Background: an optimization exercise with open tools, aiming at small area and a short achievable clock period. Do not read the settings as production practice. In this exercise RTL edits were held to simulation tests only and were not proved equivalent to the original. Power figures rest on the tool's default switching activity, not on a simulated workload.

[design/flow/config.mk]
export PLATFORM = sky130hd
export DESIGN_NAME = cayde_top
export DESIGN_NICKNAME = cayde_top
export VERILOG_FILES = /design/flow/design.v
export SDC_FILE = /design/flow/constraint.sdc
export NUM_CORES = 4
export LEC_CHECK = 0
export CAP_MARGIN = 20
export CORE_MARGIN = 2
export CORE_UTILIZATION = 40
export PLACE_DENSITY = 0.6
export SETUP_SLACK_MARGIN = 5
export SLEW_MARGIN = 20
export SYNTH_HIERARCHICAL = 1
[design/flow/constraint.sdc]
create_clock -name core_clock -period 13.0 [get_ports {clk}]
set_input_delay 2.6000 -clock core_clock [delete_from_list [all_inputs] [get_ports {clk}]]
set_output_delay 2.6000 -clock core_clock [all_outputs]
set_load 0.01 [all_outputs]
[design/flow/design.v]
module cayde_g_nor2 (input logic a, b, output logic y);
	assign y = ~(a | b);
endmodule
module cayde_g_nand2 (input logic a, b, output logic y);
	assign y = ~(a & b);
endmodule
module cayde_g_inv (input logic a, output logic y);
	assign y = ~a;
endmodule
module cayde_g_xor2 (input logic a, b, output logic y);
	assign y = a ^ b;
endmodule
module cayde_g_aoi21 (input logic a1, a2, b1, output logic y);
	assign y = ~((a1 & a2) | b1);
endmodule
module cayde_g_oai21 (input logic a1, a2, b1, output logic y);
	assign y = ~((a1 | a2) & b1);
endmodule
module cayde_g_ao21 (input logic a1, a2, b1, output logic y);
	assign y = (a1 & a2) | b1;
endmodule
module cayde_g_a221o (input logic a1, a2, b1, b2, c1, output logic y);
	assign y = (a1 & a2) | (b1 & b2) | c1;
endmodule
module cayde_g_mux2i (input logic s, a0, a1, output logic y);
	assign y = ~(s ? a1 : a0);
endmodule
module cayde_adder ( input logic [31:0] an,
		     input logic [31:0] bxn,
		     input logic inv,
		     output logic [32:1] c,
		     output logic [31:0] g0,
		     output logic [31:0] t0
		   );
	logic g1, t2, g5, t6, g9, t10, g13, t14, g17, t18, g21, t22, g25, t26, g29, t30, g33, t34, g37, t38, g41, t42, g45, t46, g49, t50, g53, t54, g57, t58, g61, t62, g65, t66, g69, t70, g73, t74, g77, t78, g81, t82, g85, t86, g89, t90, g93, t94, g97, t98, g101, t102, g105, t106, g109, t110, g113, t114, g117, t118, g121, t122, g125, t126, g129, g131, g133, t135, g137, t139, g141, t143, g145, t147, g149, t151, g153, t155, g157, t159, g161, t163, g165, t167, g169, t171, g173, t175, g177, t179, g181, t183, g185, t187, g189, t191, n193, n195, g197, g199, n201, n203, g205, t207, g209, t211, n213, n215, g217, t219, g221, t223, n225, n227, g229, t231, g233, t235, n237, n239, g241, t243, g245, t247, n249, n251, g253, t255, g257, t259, n261, n263, g265, t267, g269, t271, n273, n275, g277, t279, g281, t283, g285, n287, n289, g291, g293, g295, g297, t299, n301, n303, g305, t307, g309, t311, g313, t315, g317, t319, n321, n323, g325, t327, g329, t331, g333, t335, g337, t339, n341, n343, g345, t347, g349, t351, g353, t355, n357, n359, g361, g363, n365, n367, g369, n371, n373, g375, g377, g379, g381, g383, n385, n387, g389, t391, g393, t395, n397, n399, g401, t403, n405, n407, g409, t411, g413, t415, g417, t419, g421, t423, g425, t427, g429, n431, n433, g435, g437, g439, n441, n443, g445, n447, n449, g451, n453, n455, g457, n459, n461, g463, g465, g467, g469, g471, g473, g475, g477, g479;
	cayde_g_nor2 u3 (.a(an[0]), .b(bxn[0]), .y(g1));
	cayde_g_nand2 u4 (.a(an[0]), .b(bxn[0]), .y(t2));
	cayde_g_nor2 u7 (.a(an[1]), .b(bxn[1]), .y(g5));
	cayde_g_nand2 u8 (.a(an[1]), .b(bxn[1]), .y(t6));
	cayde_g_nor2 u11 (.a(an[2]), .b(bxn[2]), .y(g9));
	cayde_g_nand2 u12 (.a(an[2]), .b(bxn[2]), .y(t10));
	cayde_g_nor2 u15 (.a(an[3]), .b(bxn[3]), .y(g13));
	cayde_g_nand2 u16 (.a(an[3]), .b(bxn[3]), .y(t14));
	cayde_g_nor2 u19 (.a(an[4]), .b(bxn[4]), .y(g17));
	cayde_g_nand2 u20 (.a(an[4]), .b(bxn[4]), .y(t18));
	cayde_g_nor2 u23 (.a(an[5]), .b(bxn[5]), .y(g21));
	cayde_g_nand2 u24 (.a(an[5]), .b(bxn[5]), .y(t22));
	cayde_g_nor2 u27 (.a(an[6]), .b(bxn[6]), .y(g25));
	cayde_g_nand2 u28 (.a(an[6]), .b(bxn[6]), .y(t26));
	cayde_g_nor2 u31 (.a(an[7]), .b(bxn[7]), .y(g29));
	cayde_g_nand2 u32 (.a(an[7]), .b(bxn[7]), .y(t30));
	cayde_g_nor2 u35 (.a(an[8]), .b(bxn[8]), .y(g33));
	cayde_g_nand2 u36 (.a(an[8]), .b(bxn[8]), .y(t34));
	cayde_g_nor2 u39 (.a(an[9]), .b(bxn[9]), .y(g37));
	cayde_g_nand2 u40 (.a(an[9]), .b(bxn[9]), .y(t38));
	cayde_g_nor2 u43 (.a(an[10]), .b(bxn[10]), .y(g41));
	cayde_g_nand2 u44 (.a(an[10]), .b(bxn[10]), .y(t42));
	cayde_g_nor2 u47 (.a(an[11]), .b(bxn[11]), .y(g45));
	cayde_g_nand2 u48 (.a(an[11]), .b(bxn[11]), .y(t46));
	cayde_g_nor2 u51 (.a(an[12]), .b(bxn[12]), .y(g49));
	cayde_g_nand2 u52 (.a(an[12]), .b(bxn[12]), .y(t50));
	cayde_g_nor2 u55 (.a(an[13]), .b(bxn[13]), .y(g53));
	cayde_g_nand2 u56 (.a(an[13]), .b(bxn[13]), .y(t54));
	cayde_g_nor2 u59 (.a(an[14]), .b(bxn[14]), .y(g57));
	cayde_g_nand2 u60 (.a(an[14]), .b(bxn[14]), .y(t58));
	cayde_g_nor2 u63 (.a(an[15]), .b(bxn[15]), .y(g61));
	cayde_g_nand2 u64 (.a(an[15]), .b(bxn[15]), .y(t62));
	cayde_g_nor2 u67 (.a(an[16]), .b(bxn[16]), .y(g65));
	cayde_g_nand2 u68 (.a(an[16]), .b(bxn[16]), .y(t66));
	cayde_g_nor2 u71 (.a(an[17]), .b(bxn[17]), .y(g69));
	cayde_g_nand2 u72 (.a(an[17]), .b(bxn[17]), .y(t70));
	cayde_g_nor2 u75 (.a(an[18]), .b(bxn[18]), .y(g73));
	cayde_g_nand2 u76 (.a(an[18]), .b(bxn[18]), .y(t74));
	cayde_g_nor2 u79 (.a(an[19]), .b(bxn[19]), .y(g77));
	cayde_g_nand2 u80 (.a(an[19]), .b(bxn[19]), .y(t78));
	cayde_g_nor2 u83 (.a(an[20]), .b(bxn[20]), .y(g81));
	cayde_g_nand2 u84 (.a(an[20]), .b(bxn[20]), .y(t82));
	cayde_g_nor2 u87 (.a(an[21]), .b(bxn[21]), .y(g85));
	cayde_g_nand2 u88 (.a(an[21]), .b(bxn[21]), .y(t86));
	cayde_g_nor2 u91 (.a(an[22]), .b(bxn[22]), .y(g89));
	cayde_g_nand2 u92 (.a(an[22]), .b(bxn[22]), .y(t90));
	cayde_g_nor2 u95 (.a(an[23]), .b(bxn[23]), .y(g93));
	cayde_g_nand2 u96 (.a(an[23]), .b(bxn[23]), .y(t94));
	cayde_g_nor2 u99 (.a(an[24]), .b(bxn[24]), .y(g97));
	cayde_g_nand2 u100 (.a(an[24]), .b(bxn[24]), .y(t98));
	cayde_g_nor2 u103 (.a(an[25]), .b(bxn[25]), .y(g101));
	cayde_g_nand2 u104 (.a(an[25]), .b(bxn[25]), .y(t102));
	cayde_g_nor2 u107 (.a(an[26]), .b(bxn[26]), .y(g105));
	cayde_g_nand2 u108 (.a(an[26]), .b(bxn[26]), .y(t106));
	cayde_g_nor2 u111 (.a(an[27]), .b(bxn[27]), .y(g109));
	cayde_g_nand2 u112 (.a(an[27]), .b(bxn[27]), .y(t110));
	cayde_g_nor2 u115 (.a(an[28]), .b(bxn[28]), .y(g113));
	cayde_g_nand2 u116 (.a(an[28]), .b(bxn[28]), .y(t114));
	cayde_g_nor2 u119 (.a(an[29]), .b(bxn[29]), .y(g117));
	cayde_g_nand2 u120 (.a(an[29]), .b(bxn[29]), .y(t118));
	cayde_g_nor2 u123 (.a(an[30]), .b(bxn[30]), .y(g121));
	cayde_g_nand2 u124 (.a(an[30]), .b(bxn[30]), .y(t122));
	cayde_g_nor2 u127 (.a(an[31]), .b(bxn[31]), .y(g125));
	cayde_g_nand2 u128 (.a(an[31]), .b(bxn[31]), .y(t126));
	cayde_g_ao21 u130 (.a1(t2), .a2(inv), .b1(g1), .y(g129));
	cayde_g_aoi21 u132 (.a1(t6), .a2(g129), .b1(g5), .y(g131));
	cayde_g_aoi21 u134 (.a1(t14), .a2(g9), .b1(g13), .y(g133));
	cayde_g_nand2 u136 (.a(t14), .b(t10), .y(t135));
	cayde_g_aoi21 u138 (.a1(t22), .a2(g17), .b1(g21), .y(g137));
	cayde_g_nand2 u140 (.a(t22), .b(t18), .y(t139));
	cayde_g_aoi21 u142 (.a1(t30), .a2(g25), .b1(g29), .y(g141));
	cayde_g_nand2 u144 (.a(t30), .b(t26), .y(t143));
	cayde_g_aoi21 u146 (.a1(t38), .a2(g33), .b1(g37), .y(g145));
	cayde_g_nand2 u148 (.a(t38), .b(t34), .y(t147));
	cayde_g_aoi21 u150 (.a1(t46), .a2(g41), .b1(g45), .y(g149));
	cayde_g_nand2 u152 (.a(t46), .b(t42), .y(t151));
	cayde_g_aoi21 u154 (.a1(t54), .a2(g49), .b1(g53), .y(g153));
	cayde_g_nand2 u156 (.a(t54), .b(t50), .y(t155));
	cayde_g_aoi21 u158 (.a1(t62), .a2(g57), .b1(g61), .y(g157));
	cayde_g_nand2 u160 (.a(t62), .b(t58), .y(t159));
	cayde_g_aoi21 u162 (.a1(t70), .a2(g65), .b1(g69), .y(g161));
	cayde_g_nand2 u164 (.a(t70), .b(t66), .y(t163));
	cayde_g_aoi21 u166 (.a1(t78), .a2(g73), .b1(g77), .y(g165));
	cayde_g_nand2 u168 (.a(t78), .b(t74), .y(t167));
	cayde_g_aoi21 u170 (.a1(t86), .a2(g81), .b1(g85), .y(g169));
	cayde_g_nand2 u172 (.a(t86), .b(t82), .y(t171));
	cayde_g_aoi21 u174 (.a1(t94), .a2(g89), .b1(g93), .y(g173));
	cayde_g_nand2 u176 (.a(t94), .b(t90), .y(t175));
	cayde_g_aoi21 u178 (.a1(t102), .a2(g97), .b1(g101), .y(g177));
	cayde_g_nand2 u180 (.a(t102), .b(t98), .y(t179));
	cayde_g_aoi21 u182 (.a1(t110), .a2(g105), .b1(g109), .y(g181));
	cayde_g_nand2 u184 (.a(t110), .b(t106), .y(t183));
	cayde_g_aoi21 u186 (.a1(t118), .a2(g113), .b1(g117), .y(g185));
	cayde_g_nand2 u188 (.a(t118), .b(t114), .y(t187));
	cayde_g_aoi21 u190 (.a1(t126), .a2(g121), .b1(g125), .y(g189));
	cayde_g_nand2 u192 (.a(t126), .b(t122), .y(t191));
	cayde_g_inv u194 (.a(g9), .y(n193));
	cayde_g_inv u196 (.a(t10), .y(n195));
	cayde_g_oai21 u198 (.a1(n195), .a2(g131), .b1(n193), .y(g197));
	cayde_g_oai21 u200 (.a1(t135), .a2(g131), .b1(g133), .y(g199));
	cayde_g_inv u202 (.a(g25), .y(n201));
	cayde_g_inv u204 (.a(t26), .y(n203));
	cayde_g_oai21 u206 (.a1(n203), .a2(g137), .b1(n201), .y(g205));
	cayde_g_nor2 u208 (.a(n203), .b(t139), .y(t207));
	cayde_g_oai21 u210 (.a1(t143), .a2(g137), .b1(g141), .y(g209));
	cayde_g_nor2 u212 (.a(t143), .b(t139), .y(t211));
	cayde_g_inv u214 (.a(g41), .y(n213));
	cayde_g_inv u216 (.a(t42), .y(n215));
	cayde_g_oai21 u218 (.a1(n215), .a2(g145), .b1(n213), .y(g217));
	cayde_g_nor2 u220 (.a(n215), .b(t147), .y(t219));
	cayde_g_oai21 u222 (.a1(t151), .a2(g145), .b1(g149), .y(g221));
	cayde_g_nor2 u224 (.a(t151), .b(t147), .y(t223));
	cayde_g_inv u226 (.a(g57), .y(n225));
	cayde_g_inv u228 (.a(t58), .y(n227));
	cayde_g_oai21 u230 (.a1(n227), .a2(g153), .b1(n225), .y(g229));
	cayde_g_nor2 u232 (.a(n227), .b(t155), .y(t231));
	cayde_g_oai21 u234 (.a1(t159), .a2(g153), .b1(g157), .y(g233));
	cayde_g_nor2 u236 (.a(t159), .b(t155), .y(t235));
	cayde_g_inv u238 (.a(g73), .y(n237));
	cayde_g_inv u240 (.a(t74), .y(n239));
	cayde_g_oai21 u242 (.a1(n239), .a2(g161), .b1(n237), .y(g241));
	cayde_g_nor2 u244 (.a(n239), .b(t163), .y(t243));
	cayde_g_oai21 u246 (.a1(t167), .a2(g161), .b1(g165), .y(g245));
	cayde_g_nor2 u248 (.a(t167), .b(t163), .y(t247));
	cayde_g_inv u250 (.a(g89), .y(n249));
	cayde_g_inv u252 (.a(t90), .y(n251));
	cayde_g_oai21 u254 (.a1(n251), .a2(g169), .b1(n249), .y(g253));
	cayde_g_nor2 u256 (.a(n251), .b(t171), .y(t255));
	cayde_g_oai21 u258 (.a1(t175), .a2(g169), .b1(g173), .y(g257));
	cayde_g_nor2 u260 (.a(t175), .b(t171), .y(t259));
	cayde_g_inv u262 (.a(g105), .y(n261));
	cayde_g_inv u264 (.a(t106), .y(n263));
	cayde_g_oai21 u266 (.a1(n263), .a2(g177), .b1(n261), .y(g265));
	cayde_g_nor2 u268 (.a(n263), .b(t179), .y(t267));
	cayde_g_oai21 u270 (.a1(t183), .a2(g177), .b1(g181), .y(g269));
	cayde_g_nor2 u272 (.a(t183), .b(t179), .y(t271));
	cayde_g_inv u274 (.a(g121), .y(n273));
	cayde_g_inv u276 (.a(t122), .y(n275));
	cayde_g_oai21 u278 (.a1(n275), .a2(g185), .b1(n273), .y(g277));
	cayde_g_nor2 u280 (.a(n275), .b(t187), .y(t279));
	cayde_g_oai21 u282 (.a1(t191), .a2(g185), .b1(g189), .y(g281));
	cayde_g_nor2 u284 (.a(t191), .b(t187), .y(t283));
	cayde_g_aoi21 u286 (.a1(t18), .a2(g199), .b1(g17), .y(g285));
	cayde_g_inv u288 (.a(g137), .y(n287));
	cayde_g_inv u290 (.a(t139), .y(n289));
	cayde_g_aoi21 u292 (.a1(n289), .a2(g199), .b1(n287), .y(g291));
	cayde_g_aoi21 u294 (.a1(t207), .a2(g199), .b1(g205), .y(g293));
	cayde_g_aoi21 u296 (.a1(t211), .a2(g199), .b1(g209), .y(g295));
	cayde_g_aoi21 u298 (.a1(t50), .a2(g221), .b1(g49), .y(g297));
	cayde_g_nand2 u300 (.a(t50), .b(t223), .y(t299));
	cayde_g_inv u302 (.a(g153), .y(n301));
	cayde_g_inv u304 (.a(t155), .y(n303));
	cayde_g_aoi21 u306 (.a1(n303), .a2(g221), .b1(n301), .y(g305));
	cayde_g_nand2 u308 (.a(n303), .b(t223), .y(t307));
	cayde_g_aoi21 u310 (.a1(t231), .a2(g221), .b1(g229), .y(g309));
	cayde_g_nand2 u312 (.a(t231), .b(t223), .y(t311));
	cayde_g_aoi21 u314 (.a1(t235), .a2(g221), .b1(g233), .y(g313));
	cayde_g_nand2 u316 (.a(t235), .b(t223), .y(t315));
	cayde_g_aoi21 u318 (.a1(t82), .a2(g245), .b1(g81), .y(g317));
	cayde_g_nand2 u320 (.a(t82), .b(t247), .y(t319));
	cayde_g_inv u322 (.a(g169), .y(n321));
	cayde_g_inv u324 (.a(t171), .y(n323));
	cayde_g_aoi21 u326 (.a1(n323), .a2(g245), .b1(n321), .y(g325));
	cayde_g_nand2 u328 (.a(n323), .b(t247), .y(t327));
	cayde_g_aoi21 u330 (.a1(t255), .a2(g245), .b1(g253), .y(g329));
	cayde_g_nand2 u332 (.a(t255), .b(t247), .y(t331));
	cayde_g_aoi21 u334 (.a1(t259), .a2(g245), .b1(g257), .y(g333));
	cayde_g_nand2 u336 (.a(t259), .b(t247), .y(t335));
	cayde_g_aoi21 u338 (.a1(t114), .a2(g269), .b1(g113), .y(g337));
	cayde_g_nand2 u340 (.a(t114), .b(t271), .y(t339));
	cayde_g_inv u342 (.a(g185), .y(n341));
	cayde_g_inv u344 (.a(t187), .y(n343));
	cayde_g_aoi21 u346 (.a1(n343), .a2(g269), .b1(n341), .y(g345));
	cayde_g_nand2 u348 (.a(n343), .b(t271), .y(t347));
	cayde_g_aoi21 u350 (.a1(t279), .a2(g269), .b1(g277), .y(g349));
	cayde_g_nand2 u352 (.a(t279), .b(t271), .y(t351));
	cayde_g_aoi21 u354 (.a1(t283), .a2(g269), .b1(g281), .y(g353));
	cayde_g_nand2 u356 (.a(t283), .b(t271), .y(t355));
	cayde_g_inv u358 (.a(g33), .y(n357));
	cayde_g_inv u360 (.a(t34), .y(n359));
	cayde_g_oai21 u362 (.a1(n359), .a2(g295), .b1(n357), .y(g361));
	cayde_g_oai21 u364 (.a1(t147), .a2(g295), .b1(g145), .y(g363));
	cayde_g_inv u366 (.a(g217), .y(n365));
	cayde_g_inv u368 (.a(t219), .y(n367));
	cayde_g_oai21 u370 (.a1(n367), .a2(g295), .b1(n365), .y(g369));
	cayde_g_inv u372 (.a(g221), .y(n371));
	cayde_g_inv u374 (.a(t223), .y(n373));
	cayde_g_oai21 u376 (.a1(n373), .a2(g295), .b1(n371), .y(g375));
	cayde_g_oai21 u378 (.a1(t299), .a2(g295), .b1(g297), .y(g377));
	cayde_g_oai21 u380 (.a1(t307), .a2(g295), .b1(g305), .y(g379));
	cayde_g_oai21 u382 (.a1(t311), .a2(g295), .b1(g309), .y(g381));
	cayde_g_oai21 u384 (.a1(t315), .a2(g295), .b1(g313), .y(g383));
	cayde_g_inv u386 (.a(g97), .y(n385));
	cayde_g_inv u388 (.a(t98), .y(n387));
	cayde_g_oai21 u390 (.a1(n387), .a2(g333), .b1(n385), .y(g389));
	cayde_g_nor2 u392 (.a(n387), .b(t335), .y(t391));
	cayde_g_oai21 u394 (.a1(t179), .a2(g333), .b1(g177), .y(g393));
	cayde_g_nor2 u396 (.a(t179), .b(t335), .y(t395));
	cayde_g_inv u398 (.a(g265), .y(n397));
	cayde_g_inv u400 (.a(t267), .y(n399));
	cayde_g_oai21 u402 (.a1(n399), .a2(g333), .b1(n397), .y(g401));
	cayde_g_nor2 u404 (.a(n399), .b(t335), .y(t403));
	cayde_g_inv u406 (.a(g269), .y(n405));
	cayde_g_inv u408 (.a(t271), .y(n407));
	cayde_g_oai21 u410 (.a1(n407), .a2(g333), .b1(n405), .y(g409));
	cayde_g_nor2 u412 (.a(n407), .b(t335), .y(t411));
	cayde_g_oai21 u414 (.a1(t339), .a2(g333), .b1(g337), .y(g413));
	cayde_g_nor2 u416 (.a(t339), .b(t335), .y(t415));
	cayde_g_oai21 u418 (.a1(t347), .a2(g333), .b1(g345), .y(g417));
	cayde_g_nor2 u420 (.a(t347), .b(t335), .y(t419));
	cayde_g_oai21 u422 (.a1(t351), .a2(g333), .b1(g349), .y(g421));
	cayde_g_nor2 u424 (.a(t351), .b(t335), .y(t423));
	cayde_g_oai21 u426 (.a1(t355), .a2(g333), .b1(g353), .y(g425));
	cayde_g_nor2 u428 (.a(t355), .b(t335), .y(t427));
	cayde_g_aoi21 u430 (.a1(t66), .a2(g383), .b1(g65), .y(g429));
	cayde_g_inv u432 (.a(g161), .y(n431));
	cayde_g_inv u434 (.a(t163), .y(n433));
	cayde_g_aoi21 u436 (.a1(n433), .a2(g383), .b1(n431), .y(g435));
	cayde_g_aoi21 u438 (.a1(t243), .a2(g383), .b1(g241), .y(g437));
	cayde_g_aoi21 u440 (.a1(t247), .a2(g383), .b1(g245), .y(g439));
	cayde_g_inv u442 (.a(g317), .y(n441));
	cayde_g_inv u444 (.a(t319), .y(n443));
	cayde_g_aoi21 u446 (.a1(n443), .a2(g383), .b1(n441), .y(g445));
	cayde_g_inv u448 (.a(g325), .y(n447));
	cayde_g_inv u450 (.a(t327), .y(n449));
	cayde_g_aoi21 u452 (.a1(n449), .a2(g383), .b1(n447), .y(g451));
	cayde_g_inv u454 (.a(g329), .y(n453));
	cayde_g_inv u456 (.a(t331), .y(n455));
	cayde_g_aoi21 u458 (.a1(n455), .a2(g383), .b1(n453), .y(g457));
	cayde_g_inv u460 (.a(g333), .y(n459));
	cayde_g_inv u462 (.a(t335), .y(n461));
	cayde_g_aoi21 u464 (.a1(n461), .a2(g383), .b1(n459), .y(g463));
	cayde_g_aoi21 u466 (.a1(t391), .a2(g383), .b1(g389), .y(g465));
	cayde_g_aoi21 u468 (.a1(t395), .a2(g383), .b1(g393), .y(g467));
	cayde_g_aoi21 u470 (.a1(t403), .a2(g383), .b1(g401), .y(g469));
	cayde_g_aoi21 u472 (.a1(t411), .a2(g383), .b1(g409), .y(g471));
	cayde_g_aoi21 u474 (.a1(t415), .a2(g383), .b1(g413), .y(g473));
	cayde_g_aoi21 u476 (.a1(t419), .a2(g383), .b1(g417), .y(g475));
	cayde_g_aoi21 u478 (.a1(t423), .a2(g383), .b1(g421), .y(g477));
	cayde_g_aoi21 u480 (.a1(t427), .a2(g383), .b1(g425), .y(g479));
	assign c[1] = g129;
	assign c[2] = g131;
	assign c[3] = g197;
	assign c[4] = g199;
	assign c[5] = g285;
	assign c[6] = g291;
	assign c[7] = g293;
	assign c[8] = g295;
	assign c[9] = g361;
	assign c[10] = g363;
	assign c[11] = g369;
	assign c[12] = g375;
	assign c[13] = g377;
	assign c[14] = g379;
	assign c[15] = g381;
	assign c[16] = g383;
	assign c[17] = g429;
	assign c[18] = g435;
	assign c[19] = g437;
	assign c[20] = g439;
	assign c[21] = g445;
	assign c[22] = g451;
	assign c[23] = g457;
	assign c[24] = g463;
	assign c[25] = g465;
	assign c[26] = g467;
	assign c[27] = g469;
	assign c[28] = g471;
	assign c[29] = g473;
	assign c[30] = g475;
	assign c[31] = g477;
	assign c[32] = g479;
	assign g0[0] = g1;
	assign t0[0] = t2;
	assign g0[1] = g5;
	assign t0[1] = t6;
	assign g0[2] = g9;
	assign t0[2] = t10;
	assign g0[3] = g13;
	assign t0[3] = t14;
	assign g0[4] = g17;
	assign t0[4] = t18;
	assign g0[5] = g21;
	assign t0[5] = t22;
	assign g0[6] = g25;
	assign t0[6] = t26;
	assign g0[7] = g29;
	assign t0[7] = t30;
	assign g0[8] = g33;
	assign t0[8] = t34;
	assign g0[9] = g37;
	assign t0[9] = t38;
	assign g0[10] = g41;
	assign t0[10] = t42;
	assign g0[11] = g45;
	assign t0[11] = t46;
	assign g0[12] = g49;
	assign t0[12] = t50;
	assign g0[13] = g53;
	assign t0[13] = t54;
	assign g0[14] = g57;
	assign t0[14] = t58;
	assign g0[15] = g61;
	assign t0[15] = t62;
	assign g0[16] = g65;
	assign t0[16] = t66;
	assign g0[17] = g69;
	assign t0[17] = t70;
	assign g0[18] = g73;
	assign t0[18] = t74;
	assign g0[19] = g77;
	assign t0[19] = t78;
	assign g0[20] = g81;
	assign t0[20] = t82;
	assign g0[21] = g85;
	assign t0[21] = t86;
	assign g0[22] = g89;
	assign t0[22] = t90;
	assign g0[23] = g93;
	assign t0[23] = t94;
	assign g0[24] = g97;
	assign t0[24] = t98;
	assign g0[25] = g101;
	assign t0[25] = t102;
	assign g0[26] = g105;
	assign t0[26] = t106;
	assign g0[27] = g109;
	assign t0[27] = t110;
	assign g0[28] = g113;
	assign t0[28] = t114;
	assign g0[29] = g117;
	assign t0[29] = t118;
	assign g0[30] = g121;
	assign t0[30] = t122;
	assign g0[31] = g125;
	assign t0[31] = t126;
endmodule
module cayde_dec5 ( input logic [4:0] idx,
		    input logic en,
		    output logic [31:1] oh
		  );
	always_comb
		for (int j = 1; j < 32; j++)
			oh[j] = en & (idx == j);
endmodule
module cayde_legal ( input logic [31:0] instr,
		     output logic legal
		   );
	logic [6:0] opcode, funct7;
	logic [2:0] funct3;
	logic is_op, is_imm, is_lui;
	assign opcode = instr[6:0];
	assign funct3 = instr[14:12];
	assign funct7 = instr[31:25];
	assign is_op  = (opcode == 7'b0110011) &&
	                ((funct7 == 7'b0) || (funct7 == 7'b0100000 && (funct3 == 3'b000 || funct3 == 3'b101)));
	assign is_imm = (opcode == 7'b0010011) &&
	                ((funct3 == 3'b001) ? (funct7 == 7'b0) :
	                 (funct3 == 3'b101) ? (funct7 == 7'b0 || funct7 == 7'b0100000) : 1'b1);
	assign is_lui = (opcode == 7'b0110111);
	assign legal  = is_op | is_imm | is_lui;
endmodule
module cayde_alu ( input logic [2:0] f3,
		   input logic sub,
		   input logic arith,
		   input logic lui,
		   input logic [31:0] imm_u,
		   input logic [31:0] an,
		   input logic [31:0] bn,
		   input logic [4:0] shamtn,
		   output logic [31:0] res
		);
	localparam logic [32:1] CPOL = 32'b00000000000000001111111100001101;
	logic inv, left, diff, s_sum, s_shl, s_shr, s_lt, s_ltu, s_xor, s_or, s_and;
	logic [31:0] bxn, p, g0, t0, an_rev, shin_n, shr, shl, o, x0, x1;
	logic [32:1] c;
	logic [32:0] sh_n;
	assign inv = (f3 == 3'b000) ? sub : (f3[2:1] == 2'b01);
	genvar i;
	generate
		for (i = 0; i < 32; i = i + 1) begin : g_in
			cayde_g_xor2 ux (.a(bn[i]), .b(inv), .y(bxn[i]));
			cayde_g_xor2 up (.a(an[i]), .b(bxn[i]), .y(p[i]));
		end
	endgenerate
	cayde_adder add (.an(an), .bxn(bxn), .inv(inv), .c(c), .g0(g0), .t0(t0));
	always_comb
		for (int k = 0; k < 32; k++)
			an_rev[k] = an[31-k];
	assign left   = ~f3[2];
	assign shin_n = left ? an_rev : an;
	assign sh_n   = $signed({~(arith & ~left & ~an[31]), shin_n}) >>> ~shamtn;
	always_comb
		for (int k = 0; k < 32; k++) begin
			shr[k] = ~sh_n[k];
			shl[k] = ~sh_n[31-k];
		end
	assign s_sum = ~lui & (f3 == 3'b000);
	assign s_shl = ~lui & (f3 == 3'b001);
	assign s_lt  = ~lui & (f3 == 3'b010);
	assign s_ltu = ~lui & (f3 == 3'b011);
	assign s_xor = ~lui & (f3 == 3'b100);
	assign s_shr = ~lui & (f3 == 3'b101);
	assign s_or  = ~lui & (f3 == 3'b110);
	assign s_and = ~lui & (f3 == 3'b111);
	assign o = ({32{s_shl}} & shl) | ({32{s_shr}} & shr) | ({32{s_xor}} & p) |
	           ({32{s_or}} & t0) | ({32{s_and}} & g0) | ({32{lui}} & imm_u);
	assign x0 = ~(o | ({32{s_sum}} & p));
	assign x1 = ~(o | ({32{s_sum}} & ~p));
	generate
		for (i = 1; i < 32; i = i + 1) begin : g_out
			if (CPOL[i]) begin : g_t
				cayde_g_mux2i um (.s(c[i]), .a0(x0[i]), .a1(x1[i]), .y(res[i]));
			end else begin : g_f
				cayde_g_mux2i um (.s(c[i]), .a0(x1[i]), .a1(x0[i]), .y(res[i]));
			end
		end
	endgenerate
	logic e, k, nc31, nc32;
	assign diff = an[31] ^ bn[31];
	assign e = o[0] | (s_sum & (p[0] ^ inv)) | (s_lt & diff & ~an[31]);
	assign k = s_lt & ~diff;
	generate
		if (CPOL[31]) begin : g_c31
			cayde_g_inv ui (.a(c[31]), .y(nc31));
		end else begin : g_c31n
			assign nc31 = c[31];
		end
		if (CPOL[32]) begin : g_c32
			cayde_g_inv ui (.a(c[32]), .y(nc32));
		end else begin : g_c32n
			assign nc32 = c[32];
		end
	endgenerate
	cayde_g_a221o u0 (.a1(k), .a2(nc31), .b1(s_ltu), .b2(nc32), .c1(e), .y(res[0]));
endmodule
module cayde_g_ao3n ( input logic [2:0] s,
		      input logic [2:0] d,
		      output logic y_n
		    );
	assign y_n = ~|(s & d);
endmodule
module cayde_g_nand4 (input logic a, b, c, d, output logic y);
	assign y = ~(a & b & c & d);
endmodule
module cayde_g_nand3 (input logic a, b, c, output logic y);
	assign y = ~(a & b & c);
endmodule
module cayde_g_nor3 (input logic a, b, c, output logic y);
	assign y = ~(a | b | c);
endmodule
module cayde_rdport #( parameter W = 32 )
		    ( input logic [32:1] sel,
		      input logic [32*32-1:32] regs,
		      input logic [31:0] extra,
		      output logic [W-1:0] rdata_n
		    );
	genvar b, g;
	generate
		for (b = 0; b < W; b = b + 1) begin : g_bit
			logic [33:1] d;
			logic [33:1] s;
			logic [10:0] t_n;
			logic [2:0] u;
			for (g = 1; g < 32; g = g + 1) begin : g_d
				assign d[g] = regs[32*g + b];
			end
			assign d[32] = extra[b];
			assign d[33] = 1'b0;
			assign s = {1'b0, sel};
			for (g = 0; g < 11; g = g + 1) begin : g_t
				cayde_g_ao3n t (.s(s[3*g+1 +: 3]), .d(d[3*g+1 +: 3]), .y_n(t_n[g]));
			end
			cayde_g_nand4 u0 (.a(t_n[0]), .b(t_n[1]), .c(t_n[2]), .d(t_n[3]), .y(u[0]));
			cayde_g_nand4 u1 (.a(t_n[4]), .b(t_n[5]), .c(t_n[6]), .d(t_n[7]), .y(u[1]));
			cayde_g_nand3 u2 (.a(t_n[8]), .b(t_n[9]), .c(t_n[10]), .y(u[2]));
			cayde_g_nor3 u3 (.a(u[0]), .b(u[1]), .c(u[2]), .y(rdata_n[b]));
		end
	endgenerate
endmodule
module cayde_wrmux ( input logic en, nen,
		     input logic [31:0] d,
		     input logic [31:0] q,
		     output logic [31:0] nxt
		   );
	assign nxt = ({32{en}} & d) | ({32{nen}} & q);
endmodule
module cayde ( input logic [31:0] instr,
	       input logic [31:0] an, bn,
	       input logic [4:0] shamtn,
	       output logic [31:0] result
	     );
	cayde_alu alu (.f3(instr[14:12]), .sub(instr[5] & instr[30]), .arith(instr[30]),
	               .lui(instr[2]), .imm_u({instr[31:12], 12'b0}),
	               .an(an), .bn(bn), .shamtn(shamtn), .res(result));
endmodule
module cayde_top ( input logic clk, rst,
		   input logic [31:0] imem_rdata,
		   output logic [8:0] imem_addr,
		   output logic [31:0] out
		 );
	logic [8:2] pc;
	logic [32*32-1:32] regs, nxt;
	logic [31:1] sel1, sel2, seld, en, nen;
	logic [31:0] an, bn, imm, wd;
	logic [4:0] shamtn;
	logic legal;
	always_ff @(posedge clk)
		if (rst) pc <= 7'b0;
		else pc <= pc + 7'b1;
	assign imem_addr = {pc, 2'b00};
	cayde_dec5 dec_rs1 (.idx(imem_rdata[19:15]), .en(1'b1), .oh(sel1));
	cayde_dec5 dec_rs2 (.idx(imem_rdata[24:20]), .en(imem_rdata[5]), .oh(sel2));
	cayde_dec5 dec_rd  (.idx(imem_rdata[11:7]), .en(1'b1), .oh(seld));
	cayde_legal legality (.instr(imem_rdata), .legal(legal));
	assign imm = {{20{imem_rdata[31]}}, imem_rdata[31:20]};
	cayde_rdport rd1 (.sel({1'b0, sel1}), .regs(regs), .extra(32'b0), .rdata_n(an));
	cayde_rdport rd2 (.sel({~imem_rdata[5], sel2}), .regs(regs), .extra(imm), .rdata_n(bn));
	cayde_rdport #(5) rd2s (.sel({~imem_rdata[5], sel2}), .regs(regs), .extra(imm), .rdata_n(shamtn));
	cayde core (.instr(imem_rdata), .an(an), .bn(bn), .shamtn(shamtn), .result(out));
	assign wd  = rst ? 32'b0 : out;
	assign en  = {31{rst}} | ({31{legal}} & seld);
	assign nen = ~en;
	genvar i;
	generate
		for (i = 1; i < 32; i = i + 1) begin : g_x
			cayde_wrmux wr (.en(en[i]), .nen(nen[i]), .d(wd), .q(regs[32*i +: 32]), .nxt(nxt[32*i +: 32]));
		end
	endgenerate
	always_ff @(posedge clk)
		regs <= nxt;
endmodule
[design/flow/run.sh]
#!/bin/bash
# synth_recipe.tcl (not shown) runs the flow's synth.tcl, then flattens the netlist and writes it again
# the make line also repeats each setting of config.mk as NAME=value (left out here)
make -C /OpenROAD-flow-scripts/flow DESIGN_CONFIG=/design/flow/config.mk WORK_HOME=/design/flow/orfs CLKGATE_MAP_FILE= SYNTH_SCRIPT=/design/flow/synth_recipe.tcl finish
==> results.txt, run 1 <==
Global routing
The aggregate global-route resource usage is 39.4%. Global routing finished with a remaining overflow of 0. The number of global-route vias before repair is 48.6k.

The maximum number of pins on one net before global-route repair is 53. The initial antenna violation count came to 10. The wire length of the first global-routing pass is 365 mm.

Power
The static leakage is 25.0 nW. The peak supply drop is 0.000126 V. In this run the power density over the cells is 162 nW/um^2.

STA
The final number of hold-violating endpoints is 0. For the finished layout, the period the worst path requires is 9.95 ns. The number of slew-limit violations in the final report is 0. Timing would allow up to 101 MHz. Measured against its own limit, the worst slew margin works out to 17.5%.

The total negative slack for setup checks is 0 ns. Setup violations remaining at the end of the flow were counted as 0. The clock tree skew after final layout is 0.0429 ns. Setup repair after global routing could not meet its margin everywhere. The transition time of the tightest slew-check pin is 1.24 ns.

The final cycle utilization of the critical path is 76.5%.

Job
The max-capacitance violation count is 0.

Critical path
The signal on the critical path passes through buf_12 -> or4b_4 -> buf_12 -> nor2_4 -> buf_12 -> buf_8 -> a222oi_1 -> nand4_1 -> nor3_2 -> buf_6 -> mux4_2 -> inv_2 -> mux4_2 -> buf_6 -> a21o_1 -> a221o_1 -> a211oi_2 -> mux2i_2 -> buf_2. The family of cells with the greatest summed delay on the critical path is compound AO/OA/AOI/OAI gates. The standard cell with the maximum stage delay on the critical path is sky130_fd_sc_hd__a222oi_1. The critical path launch point type is an input pin. In this design, the stage delay of the slowest critical-path cell is 0.77 ns.

The reg2reg setup slack is 7.04 ns. The critical path buffer and inverter count is 8. The critical path capture point type is an output port.

The cell depth of the worst flop-to-flop path is 30. The reg-to-reg startpoint is regs[36]. The reg-to-reg critical path endpoint is regs[742]. The most common cell type on the critical path is sky130_fd_sc_hd__buf_12. STA puts the critical path data required time at 10.40 ns. The path type of the worst setup path is input pin to output port. For the worst setup path, the data arrival time is 7.35 ns. The largest driver fanout on the critical path is 8.

Die
Row generation in the floorplan step produced 129 rows. The number of placed I/O pins is 75. The die covers 127000 um^2. The region available for standard cell placement spans 123000 um^2. Measured along the x axis, the die boundary spans 356 um.

The vertical die dimension is 356 um. The starting utilization of the core area is 40.2%.

Finish
Registers take 20000 um^2. Relative to the synthesized area, the layout overhead comes to 30.0%. The fraction of final layout cells with drive strength greater than 1 is 29.6%. The area of the multi-input gates is 30100 um^2.

The final layout net count is 5415. Once layout is complete, the utilization of the core stands at 52.2%. The filler cells instantiated in the layout total 10.8k.

CTS
After clock tree synthesis, the clock-pin slew on the worst setup and hold paths is 0.06 ns. Buffers inserted during clock tree synthesis total 105. The TritonCTS clock tree is yes.

The root buffer selected by CTS is sky130_fd_sc_hd__clkbuf_16. The clock drives 999 sinks. For the worst-skew pair, the clock arrives at the later sink with an insertion delay of 0.75 ns. In this run the deepest clock path goes through 3 buffers. The maximum level of the CTS H-tree is 3.

Route
The post-detailed-route via-to-cell ratio is 7.57. The first detailed-routing pass took 22 iterations. The wire length per cell after detailed routing is 37.6 um. After detailed routing, the total wire length is 267 mm. The detailed-route DRC error count is 0. The number of DRC violations after detailed-routing iteration 0 is 15.0k. The routed layout has 53.8k vias. The residual antenna-violating net count after detailed routing is 0.

Worst hold path
The class of the tightest hold or removal check is register to register. The hold path depth is 1. In this run the most critical hold path is launched from pc[2]. The worst-case hold path end point is pc[2].

Outcome
The flow ran to the end and the layout has no timing, DRC or antenna violations.

Synthesis
The count of different cell masters after synthesis is 81. The fraction of registers with async set or reset after synthesis is 0%. The count of flip-flops with a built-in enable after synthesis is 0.

The cell count after synthesis is 4570. After synthesis, flip-flops and latches occupy 40.3% of the total area. The most used flip-flop cell after synthesis is sky130_fd_sc_hd__dfxtp_1.

The flip-flop and latch count after synthesis is 999. The yosys synthesis warning count is 9. Each instance of the synthesized netlist takes up on average 10.9 um^2. The synthesized cell area is 49600 um^2.

Placed design
Input and output buffers added on the ports amount to 72. At the end of routability-driven placement, the weighted congestion stood at 1.03. After legalization and detailed placement, the total HPWL measured 154 mm.
-- cell usage after synthesis (all sizes together), types with 5 or more instances --
library cell / n / area (um^2)
a311oi: 5 / 43.8
and2: 6 / 37.5
nand2b: 9 / 56.3
a22oi: 23 / 173
buf: 315 / 3070
nor2b: 37 / 231
a21oi: 85 / 606
a31oi: 8 / 50.1
nand4bb: 9 / 101
a221oi: 11 / 96.3
nand2: 124 / 465
mux2: 36 / 409
or4b: 5 / 61.3
nand4b: 9 / 78.8
or2: 5 / 31.3
xor2: 68 / 596
a221o: 7 / 70.1
mux4: 44 / 1020
clkbuf: 52 / 195
inv: 84 / 315
o211ai: 9 / 67.6
nor4: 11 / 68.8
nor2: 231 / 867
nand4: 145 / 907
o221ai: 5 / 43.8
a21o: 36 / 270
mux2i: 89 / 891
nand3b: 5 / 37.5
a2111oi: 10 / 95.1
o22ai: 5 / 31.3
o21ai: 59 / 295
o31ai: 5 / 37.5
conb: 6 / 22.5
dfxtp: 999 / 20000
nand3: 97 / 490
a211oi: 23 / 183
a222oi: 769 / 7700
a22o: 995 / 8790
nor3: 90 / 801
-- per-module statistics from Yosys, one instance, submodules excluded, excerpt --
module / flops+latches / area (um^2)
cayde_alu: 0 / 4940
cayde_g_ao21: 0 / 7.51
cayde_g_ao3n: 0 / 10.0
cayde_g_inv: 0 / 3.75
cayde_g_nand3: 0 / 5.00
cayde_g_nor2: 0 / 3.75
cayde_legal: 0 / 88.8
-- state kept, by name, summed over array words and instances, names as in the netlist --
name,cells
regs,992
pc,7
-- placed cells by master (no fill, tap or decap), types with 23 or more instances in the layout --
master	count
sky130_fd_sc_hd__a21oi_4	23
sky130_fd_sc_hd__clkdlybuf4s50_1	25
sky130_fd_sc_hd__clkinv_2	24
sky130_fd_sc_hd__o21ai_1	27
sky130_fd_sc_hd__mux2_4	23
sky130_fd_sc_hd__a21oi_2	44
sky130_fd_sc_hd__xor2_1	46
sky130_fd_sc_hd__inv_1	81
sky130_fd_sc_hd__a22o_1	931
sky130_fd_sc_hd__dfxtp_1	999
sky130_fd_sc_hd__a22o_2	63
sky130_fd_sc_hd__nor3_2	44
sky130_fd_sc_hd__nor2_2	26
sky130_fd_sc_hd__clkbuf_16	112
sky130_fd_sc_hd__buf_6	142
sky130_fd_sc_hd__nor2_4	97
sky130_fd_sc_hd__mux2i_1	60
sky130_fd_sc_hd__nor2_1	142
sky130_fd_sc_hd__nand4_1	145
sky130_fd_sc_hd__buf_12	104
sky130_fd_sc_hd__buf_4	473
sky130_fd_sc_hd__nor2b_2	26
sky130_fd_sc_hd__conb_1	232
sky130_fd_sc_hd__mux4_2	44
sky130_fd_sc_hd__a21o_1	35
sky130_fd_sc_hd__nand3_1	89
sky130_fd_sc_hd__a222oi_1	769
sky130_fd_sc_hd__buf_2	28
sky130_fd_sc_hd__nand2_1	103
sky130_fd_sc_hd__nor3_4	37
-- repair_timing --
action                                  in CTS  in global routing
setup buffers                              384                 97
resized for setup                          687                191
endpoints found under the setup margin    1024                 63
cloned                                      46                  6
pin swaps                                  346                182
hold buffers                                 0                  0
-- metal layers --
| metal | GRT usage [%] | routed length, um |
|---|---|---|
| met1 | 49.3 | 93800 |
| met4 | 27.5 | 23900 |
| met5 | 0.370 | 278 |
| met3 | 16.5 | 45000 |
| met2 | 54.2 | 104000 |
-- cells by family (layout without fill, tap and decap cells) --
logic type               Yosys count  in the layout  share of synthesized area (%)
AND/OR/NAND/NOR                  798            834                           8.76
XOR/XNOR                          70             70                           1.24
adder cells (fa/ha/maj)            1              1                         0.0252
other                              6            237                         0.0454
multiplexers                     169            169                           4.67
flip-flops                       999            999                           40.3
buffers and inverters            453           1087                           7.22
AO/OA/AOI/OAI                   2074           2074                           37.7
-- report_power, final --
group	switching (W)	leakage, nW	internal, W	total (W)
Sequential	0.000534	8.25	0.00368	0.00421
Clock	0.00136	1.75	0.00179	0.00316
Combinational	0.00173	15.0	0.00135	0.00308
Total	0.00363	25.0	0.00683	0.0105
-- worst max-delay path by stage --
| stage | start | to | slack (ns) | cells after the start |
|---|---|---|---|---|
| final | imem_rdata[18] | out[26] | 3.05 | 19 |
| after global routing | imem_rdata[19] | out[26] | 3.20 | 19 |
| after CTS | imem_rdata[19] | out[23] | 3.32 | 19 |
| after detailed placement | imem_rdata[21] | out[23] | 1.35 | 17 |
| after global placement | imem_rdata[15] | out[23] | 1.29 | 16 |
| after floorplan | imem_rdata[22] | out[15] | 4.17 | 14 |
-- stage by stage --
stage | power, W | instances | setup slack (ns) | hold slack, ns | cell area, um^2
2_1_floorplan | 0.00574 | 4796 | 4.17 | 0.460 | 51000
3_3_place_gp | 0.00649 | 6373 | 1.29 | 0.458 | 52500
3_5_place_dp | 0.00652 | 6374 | 1.35 | 0.470 | 52600
4_1_cts | 0.0100 | 6997 | 3.32 | 0.485 | 62500
5_1_grt | 0.0107 | 7103 | 3.20 | 0.505 | 64500
6_report | 0.0105 | 7108 | 3.05 | 0.477 | 64500
-- area by class of cell --
type,count,area share [%]
Clock inverter,45,0.792
Tap cell,1637,3.18
Sequential cell,999,31.0
Multi-Input combinational cell,3380,46.8
Timing Repair Buffer,808,13.0
Inverter,86,0.503
Clock buffer,148,4.72
Antenna cell,5,0.0194
==> run 2, diff against run 1 <==
--- a/design/flow/config.mk
+++ b/design/flow/config.mk
@@ -12,3 +12,4 @@
 export SETUP_SLACK_MARGIN = 5
 export SLEW_MARGIN = 20
 export SYNTH_HIERARCHICAL = 1
+export TNS_END_PERCENT = 0
==> results.txt, run 2 <==
Synthesis
Among all cell types in the netlist, the one instantiated most often is sky130_fd_sc_hd__dfxtp_1. The synthesized cell area came to 49600 um^2 (unchanged). Summed over all instances, the cell type with the most area after synthesis is sky130_fd_sc_hd__dfxtp_1.

The count of different cell masters after synthesis is 81 (unchanged). The part of the Yosys area used for sequential elements is 40.3% (unchanged). The fraction of registers with async set or reset after synthesis is 0% (unchanged). The flip-flop and latch count after synthesis is 999 (unchanged). The share of Yosys cell area claimed by the top area cell type was 40.3% (unchanged). The cell count after synthesis is 4570 (unchanged).

The count of flip-flops with a built-in enable after synthesis is 0 (unchanged). The yosys synthesis warning count is 9 (unchanged). The dominant synthesized flop cell is sky130_fd_sc_hd__dfxtp_1. After synthesis, the cell types taking the most area are sky130_fd_sc_hd__dfxtp_1 (40%), sky130_fd_sc_hd__a22o_1 (16%), sky130_fd_sc_hd__a222oi_1 (16%), sky130_fd_sc_hd__buf_6 (4.3%), sky130_fd_sc_hd__nand4_1 (1.8%). The average instance area after synthesis came to 10.9 um^2 (unchanged). Counting instances in the post-synthesis netlist gives the leading cell types as sky130_fd_sc_hd__dfxtp_1 (999), sky130_fd_sc_hd__a22o_1 (933), sky130_fd_sc_hd__a222oi_1 (769).

Power
The static leakage was 23.7 nW (-5.4%). The peak supply drop came to 0.000114 V (-9.8%). The power consumption is 0.0102 W (-2.8%). The total power per unit cell area is 166 nW/um^2 (+2.3%).

Die
The standard-cell row count is 129 (unchanged). The core footprint is 123000 um^2 (unchanged). The vertical die dimension came to 356 um (unchanged).

The width of the die was 356 um (unchanged). The die footprint was 127000 um^2 (unchanged). The starting utilization of the core area is 40.2% (unchanged).

The number of placed I/O pins is 75 (unchanged).

Finish
The final layout net count is 5213 (-3.7%). The largest register by flop count is regs. The core utilization of the finished layout is 49.6% (-2.6 points).

The fraction of final layout cells with drive strength greater than 1 came to 24.1% (-5.5 points). The library cells used most frequently in the layout, excluding fill and tap cells, are sky130_fd_sc_hd__dfxtp_1 (999), sky130_fd_sc_hd__a22o_1 (933), sky130_fd_sc_hd__a222oi_1 (769), sky130_fd_sc_hd__buf_4 (412), sky130_fd_sc_hd__conb_1 (232). The most common cell after layout, fill and taps aside is sky130_fd_sc_hd__dfxtp_1.

The area overhead of the layout relative to synthesis is 23.4%. The flip-flop count of the largest register after layout is 992 (unchanged). The largest registers in the layout are regs (992), pc (7).

STA
The clock tree skew after final layout is 0.0440 ns (+0.00111 ns). The final setup violation count is 0 (unchanged). The final cycle utilization of the critical path came to 76.6% (+0.11 points).

The worst relative slew slack is 30.6% (+13 points). The clock period minus worst slack is 9.96 ns (+0.0137 ns). The final number of hold-violating endpoints is 0 (unchanged).

The transition time of the tightest slew-check pin is 1.04 ns (-0.198 ns). The achievable frequency is 100 MHz (-0.14%). The total negative slack for setup checks is 0 ns (unchanged). The number of slew-limit violations in the final report is 0 (unchanged).

Setup repair after global routing could not meet its margin everywhere.

Global routing
The number of global-route vias before repair came to 47.4k (-2.5%). The initial antenna violation count was 3 (-7). The maximum number of pins on one net before global-route repair is 47 (-11%).

The aggregate global routing overflow came to 0 (unchanged). The wire length of the first global-routing pass is 356 mm (-2.4%). The aggregate global-route resource usage came to 38.3% (-1.1 points).

Critical path
The path type of the worst setup path is input pin to output port. The number of gates on the worst path with buffers counted came to 18 (-1). Following the worst setup path forward leads to its endpoint at out[0]. The delay contributed by the slowest stage of the critical path is 0.54 ns (-0.23 ns). The data required time at the worst endpoint is 10.40 ns (about the same). The most critical setup path has its startpoint at imem_rdata[23]. The reg2reg setup slack came to 7.13 ns (+0.09 ns). The critical path launch point type is an input pin.

The cell depth of the worst flop-to-flop path came to 24 (-20%). The critical path buffer and inverter count is 5 (-3). The data arrival time of the critical path was 7.36 ns (about the same). The reg-to-reg critical path endpoint is regs[326].

The signal on the critical path passes through bufbuf_16 -> nand4b_1 -> buf_6 -> nor2_4 -> buf_4 -> buf_4 -> a222oi_1 -> nand4_1 -> nor3_4 -> xor2_1 -> nor2_1 -> a21oi_2 -> o21ai_4 -> a21oi_4 -> o21ai_1 -> a21oi_4 -> a221o_1 -> dlygate4sd2_1. The largest individual stage delay along the critical path comes from the cell sky130_fd_sc_hd__nand4_1. Grouping stages by cell kind, the critical path spends the most delay in compound AO/OA/AOI/OAI gates. The worst setup path is captured at an output port. The largest driver fanout on the critical path is 11 (+3). The reg-to-reg startpoint is regs[61].

CTS
The count of clock tree sinks was 999 (unchanged). TritonCTS built the clock tree. The clock buffer count from CTS is 108 (+2.9%). The number of hold buffers added after CTS is 0 (unchanged). The clock-pin slew on the worst setup and hold paths is 0.06 ns (about the same). The maximum number of buffers from clock root to sink is 3 (unchanged). The maximum level of the CTS H-tree is 3 (unchanged).

Clock tree synthesis selected as its root buffer the cell sky130_fd_sc_hd__clkbuf_16. The clock insertion delay at the later pin of the skew report is 0.73 ns (-0.02 ns).

Route
The detailed-route DRC error count is 0 (unchanged). The residual antenna-violating net count after detailed routing is 0 (unchanged). The wire length per cell after detailed routing came to 37.1 um (-1.1%). The final wirelength was 256 mm (-4.0%). The number of vias after detailed routing is 52.1k (-3.0%). The detailed-router iteration count before antenna repair was 17 (-23%). The post-detailed-route via-to-cell ratio came to 7.56 (-0.12%). The number of DRC violations after detailed-routing iteration 0 came to 14.8k (-1.4%).

Job
The max-capacitance violation count is 0 (unchanged).

Placed design
The detailed placer's ending HPWL is 153 mm (-0.43%). The number of port buffers is 72 (unchanged). The weighted congestion at the end of routability-driven global placement is 1.06 (+2.9%).

Worst hold path
The tightest min-delay check is of the register to register type.

Outcome
The run finished with no timing, DRC or antenna violations.
run 2: cell count changes in the layout (fill, tap and decap cells not counted), sizes merged:
cell	change
buf	-223
dlygate4sd2	+22
nor2	-7
clkbuf	+5
bufbuf	+4
clkinv	-4
diode	-4
clkinvlp	-3
clkdlybuf4s15	+2
inv	+1
run 2: stage by stage:
stage                     setup WS (ns)  instance area (um^2)  std cells  hold WS [ns]
after floorplan                    4.17                 50800       4796         0.460
after global placement             1.04                 52200       6345         0.455
after detailed placement           1.04                 52200       6347         0.463
after CTS                          3.46                 61000       6885         0.477
after global routing               3.13                 61200       6900         0.505
final                              3.04                 61200       6901         0.473
run 2: cell type report:
| cell class | instances | area, um^2 |
|---|---|---|
| fill | 11174 | 62300 |
| multi-input combinational | 3373 | 29100 |
| clock inverter | 39 | 492 |
| tap | 1637 | 2050 |
| inverter | 86 | 323 |
| sequential | 999 | 20000 |
| antenna | 1 | 2.50 |
| timing repair buffer | 610 | 6090 |
| clock buffer | 156 | 3180 |
run 2: routing by layer:
layer / GRT usage [%] / wire length (um) / share of wire, % / vias to the layer above
met5: 0 / 240 / 0.094 / -
met4: 26.2 / 21400 / 8.4 / 6
met3: 15.2 / 41600 / 16 / 1065
met2: 53.4 / 102000 / 40 / 4942
met1: 48.2 / 91100 / 36 / 25249
li1: - / - / - / 20886
run 2: worst reg2reg max path, delay by kind of cell, from the launching register on:
kind	cells	cell delay [ns]
compound gates	6	2.05
buf+inv	12	1.72
simple gates	4	1.41
flops	1	0.32
mux	2	0.25
run 2: cell families (layout without fill, tap and decap cells):
group           Yosys count  count (layout)  synth area share [%]
compound gates         2074            2074                  37.7
fa+ha+maj                 1               1                0.0252
simple gates            798             827                  8.76
flops                   999             999                  40.3
other cells               6             233                0.0454
buf+inv                 453             891                  7.22
xor+xnor                 70              70                  1.24
mux                     169             169                  4.67
run 2: worst min-delay path by stage:
stage,end,cells after the start,startpoint,slack (ns)
floorplan,regs[1000],1,regs[1000],0.46
global placement,pc[2],1,pc[2],0.45
detailed placement,pc[2],1,pc[2],0.46
CTS,pc[2],1,pc[2],0.48
global route,pc[2],1,pc[2],0.51
finish,pc[2],1,pc[2],0.47
run 2: what timing repair did:
action,4_1_cts,5_1_grt
pin swaps,243,32
resized for setup,479,25
setup buffers,303,14
setup endpoints to repair,1024,63
cloned,40,0
run 2: Yosys stat by module, one instance, submodules excluded, a selection:
module	area, um^2	flops+latches	cells inside	copies in the design
cayde_alu	4940	0	641	1
cayde_wrmux	350	0	38	31
cayde_dec5	230	0	46	3
cayde_g_mux2i	10.0	0	1	31
cayde_g_nor3	10.0	0	1	69
cayde_g_xor2	8.76	0	1	64
cayde_g_ao21	7.51	0	1	1
cayde_g_nand3	5.00	0	1	69
cayde_g_oai21	5.00	0	1	32
cayde_g_nand2	3.75	0	1	59
cayde_rdport	3.75	0	1	2
run 2: power by group:
group | internal (W) | switching (W) | leakage, nW | total (W)
clock | 0.00186 | 0.00136 | 1.81 | 0.00321
combinational | 0.00115 | 0.00158 | 13.6 | 0.00273
sequential | 0.00368 | 0.000535 | 8.25 | 0.00422
total | 0.00669 | 0.00347 | 23.7 | 0.0102
==> run 3, diff against run 2 <==
--- a/design/flow/config.mk
+++ b/design/flow/config.mk
@@ -8,6 +8,9 @@
 export CAP_MARGIN = 20
 export CORE_MARGIN = 2
 export CORE_UTILIZATION = 40
+export CTS_BUF_LIST = sky130_fd_sc_hd__clkbuf_16
+export CTS_CLUSTER_DIAMETER = 80
+export CTS_CLUSTER_SIZE = 24
 export PLACE_DENSITY = 0.6
 export SETUP_SLACK_MARGIN = 5
 export SLEW_MARGIN = 20
==> results.txt, run 3 <==
Outcome
The flow ran to the end and the layout has no timing, DRC or antenna violations.

Placed design
The weighted congestion at the end of routability-driven global placement came to 1.06 (unchanged). The detailed placer's ending HPWL was 153 mm (unchanged). The number of port buffers is 72 (unchanged).

Synthesis
The share of Yosys cell area claimed by the top area cell type was 40.3% (unchanged). The part of the Yosys area used for sequential elements is 40.3% (unchanged). The fraction of registers with async set or reset after synthesis is 0% (unchanged).

The most used flip-flop cell after synthesis is sky130_fd_sc_hd__dfxtp_1. sky130_fd_sc_hd__dfxtp_1 is the most common cell in the netlist. The yosys synthesis warning count was 9 (unchanged). The synthesized cell area is 49600 um^2 (unchanged). The flip-flop and latch count after synthesis is 999 (unchanged). Yosys attributes the largest share of cell area to sky130_fd_sc_hd__dfxtp_1 (40%), sky130_fd_sc_hd__a22o_1 (16%), sky130_fd_sc_hd__a222oi_1 (16%), sky130_fd_sc_hd__buf_6 (4.3%), sky130_fd_sc_hd__nand4_1 (1.8%). The count of flip-flops with a built-in enable after synthesis is 0 (unchanged). Counting instances in the post-synthesis netlist gives the leading cell types as sky130_fd_sc_hd__dfxtp_1 (999), sky130_fd_sc_hd__a22o_1 (933), sky130_fd_sc_hd__a222oi_1 (769).

The average instance area after synthesis is 10.9 um^2 (unchanged). The count of different cell masters after synthesis came to 81 (unchanged). The biggest area contributor in the post-synthesis netlist is sky130_fd_sc_hd__dfxtp_1. The cell count after synthesis is 4570 (unchanged).

Die
The standard-cell row count is 129 (unchanged). The number of placed I/O pins is 75 (unchanged). The starting utilization of the core area is 40.2% (unchanged). The core footprint is 123000 um^2 (unchanged).

The width of the die is 356 um (unchanged). The vertical die dimension is 356 um (unchanged). The die footprint came to 127000 um^2 (unchanged).

Critical path
The critical path capture point type is an output port. The largest driver fanout on the critical path is 8 (-3). The path type of the worst setup path is input pin to output port. The data arrival time of the critical path is 7.41 ns (+0.05 ns). The worst setup path is launched from an input pin. The data required time at the worst endpoint is 10.40 ns (about the same).

STA
Setup repair after global routing could not meet its margin everywhere. The final number of hold-violating endpoints is 0 (unchanged). The final setup violation count is 0 (unchanged). The total negative slack for setup checks is 0 ns (unchanged). The number of slew-limit violations in the final report is 0 (unchanged).

The achievable frequency is 99.9 MHz (-0.49%). The transition time of the tightest slew-check pin came to 1.28 ns (+0.242 ns). The clock period minus worst slack is 10.01 ns (+0.0486 ns). The final cycle utilization of the critical path is 77.0% (+0.37 points). The worst relative slew slack is 14.5% (-16 points). The clock tree skew after final layout is 0.0435 ns (-0.000512 ns).

Finish
The final layout net count is 5144 (-1.3%). The core utilization of the finished layout came to 47.7% (-1.9 points). The library cell used most frequently in the layout, excluding fill and tap cells, is sky130_fd_sc_hd__dfxtp_1. In the layout the commonest cells are sky130_fd_sc_hd__dfxtp_1 (999), sky130_fd_sc_hd__a22o_1 (933), sky130_fd_sc_hd__a222oi_1 (769), sky130_fd_sc_hd__buf_4 (406), sky130_fd_sc_hd__conb_1 (232). The largest registers in the layout are regs (992), pc (7). Counting flops per register, the top entry is regs. The fraction of final layout cells with drive strength greater than 1 came to 22.4% (-1.7 points).

The flip-flop count of the largest register after layout is 992 (unchanged). The area growth from synthesis to layout is 18.6%. The area of the multi-input gates was 29000 um^2 (-0.23%).

The count of fill cells added during filler insertion is 11.4k (+1.9%). The sequential standard cell area is 20000 um^2 (unchanged).

Route
The detailed-route DRC error count is 0 (unchanged). The final wirelength is 252 mm (-1.6%). The wire length per cell after detailed routing came to 37.2 um (+0.25%). The residual antenna-violating net count after detailed routing was 0 (unchanged). The number of DRC violations after detailed-routing iteration 0 is 14.3k (-3.1%).

The post-detailed-route via-to-cell ratio came to 7.57 (+0.19%). The detailed-router iteration count before antenna repair was 17 (unchanged). The number of vias after detailed routing came to 51.3k (-1.7%).

Job
The max-capacitance violation count is 0 (unchanged).

Global routing
The maximum number of pins on one net before global-route repair is 47 (unchanged). The wire length of the first global-routing pass is 351 mm (-1.6%). The aggregate global-route resource usage was 37.6% (-0.65 points). The initial antenna violation count is 4 (+1). The number of global-route vias before repair is 46.3k (-2.3%). The aggregate global routing overflow is 0 (unchanged).

Worst hold path
The path class of the tightest hold or removal check is register to register.

Power
The total power per unit cell area is 150 nW/um^2 (-9.7%). The peak supply drop is 0.000142 V (+25%). The static leakage is 22.5 nW (-5.0%).

CTS
The clock buffer count from CTS is 53 (-51%). The count of clock tree sinks is 999 (unchanged). The root buffer selected by CTS is sky130_fd_sc_hd__clkbuf_16.

The TritonCTS clock tree is yes. The maximum number of buffers from clock root to sink was 3 (unchanged). The maximum level of the CTS H-tree is 2 (-1).

The clock insertion delay at the later pin of the skew report is 0.71 ns (-0.02 ns). The clock-pin slew on the worst setup and hold paths came to 0.09 ns (+0.03 ns). The number of hold buffers added after CTS is 0 (unchanged).
## run 3: cell counts after synthesis
No cell type changed its count.
## run 3: what timing repair did
item                        CTS  global route
gates resized for setup     454            32
setup buffers               290            19
gates cloned                 35             0
setup endpoints to repair  1024            32
pin swaps                   229            41
## run 3: final timing paths
path | from | end | slack [ns] | cells after the start
worst min register to register | pc[2] | pc[2] | 0.48 | 1
worst max register to register | regs[61] | regs[326] | 7.14 | 20
worst max-delay path | imem_rdata[15] | out[26] | 2.99 | 16
worst min-delay path | pc[2] | pc[2] | 0.48 | 1
## run 3: final cells by class
type	instances	area share, %
multi-input cells	3372	49.3
clock buffers	55	2.34
inverters	86	0.548
well taps	1637	3.48
clock inverters	23	0.381
repair buffers	597	9.93
flip-flops and latches	999	34.0
diodes	5	0.0213
## run 3: logic make-up after synthesis
kind of cell,synth area share (%)
flops,40.3
simple gates,8.76
buf+inv,7.22
other cells,0.0454
fa+ha+maj,0.0252
compound gates,37.7
xor+xnor,1.24
mux,4.67
## run 3: power breakdown
group,switching (W),internal [W]
clock,0.00113,0.000789
combinational,0.00157,0.00113
sequential,0.000532,0.00367
total,0.00323,0.00559
## run 3: routing by layer
metal	track usage (%)	share of wire [%]
met1	48.0	36
met2	52.8	40
met3	13.6	16
met4	25.6	8.4
met5	0.370	0.063
## run 3: critical path: stages
cell and delay [ns]:
sky130_fd_sc_hd__buf_12 0.12, sky130_fd_sc_hd__nand2b_4 0.16, sky130_fd_sc_hd__buf_6 0.21, sky130_fd_sc_hd__nor2_4 0.10, sky130_fd_sc_hd__buf_8 0.16, sky130_fd_sc_hd__a222oi_1 0.63, sky130_fd_sc_hd__nand4_1 0.71, sky130_fd_sc_hd__nor3_4 0.52
sky130_fd_sc_hd__mux2i_4 0.14, sky130_fd_sc_hd__a22o_1 0.26, sky130_fd_sc_hd__mux4_2 0.57, sky130_fd_sc_hd__a21o_1 0.22, sky130_fd_sc_hd__a221o_1 0.38, sky130_fd_sc_hd__a211oi_2 0.26, sky130_fd_sc_hd__mux2i_2 0.15, sky130_fd_sc_hd__buf_2 0.17
## run 3: modules after synthesis (local to each module, per instance), a selection
module / copies in the design / cells / flip-flops and latches / cell area [um^2]
cayde_rdport: 2 / 1 / 0 / 3.75
cayde_wrmux: 31 / 38 / 0 / 350
cayde_g_ao21: 1 / 1 / 0 / 7.51
cayde: 1 / 2 / 0 / 10.0
cayde_g_nand4: 138 / 1 / 0 / 6.26
cayde_g_oai21: 32 / 1 / 0 / 5.00
cayde_g_mux2i: 31 / 1 / 0 / 10.0
cayde_g_aoi21: 48 / 1 / 0 / 8.76
cayde_g_inv: 46 / 1 / 0 / 3.75
cayde_adder: 1 / 96 / 0 / 721
## run 3: stage by stage
stage               cell area, um^2  std cells  setup slack [ns]  total power, W  hold slack, ns
floorplan                     50800       4796              4.17         0.00572           0.460
global placement              52200       6345              1.04         0.00645           0.455
detailed placement            52200       6347              1.04         0.00649           0.463
CTS                           58500       6750              3.44         0.00863           0.485
global route                  58800       6769              3.20         0.00905           0.513
finish                        58900       6774              2.99         0.00882           0.480

==> re-timing with driven ports <==
The flow's constraints put no driver on any port. The routed layouts listed below were extracted and timed again, unchanged, in two steps. Step 1 sets driving cells, clkbuf_16 on the clock port and buf_2 on the other inputs (assumed; they add their load-dependent delay and slew). Step 2, shift: input delay + t, output delay - t, t = (earliest + latest rising clock arrival at the registers) / 2. This alone moves slack from input paths to output paths. a / b / c = ideal / step 1 / step 2; a / b = the first two.
run | t (ns) | setup WS [ns] | clock arrival spread, ns
run 1 | 0.803 | 3.052 / 2.928 / 2.928 | 0.043 / 0.043
run 2 | 0.781 | 3.038 / 2.911 / 2.911 | 0.044 / 0.044
run 3 | 0.766 | 2.990 / 2.917 / 2.917 | 0.043 / 0.043
After both steps every run listed still meets setup and hold. The setup slack of run 2, which loses most, moves by -0.127 ns with the drivers and by -0.127 ns with both steps.
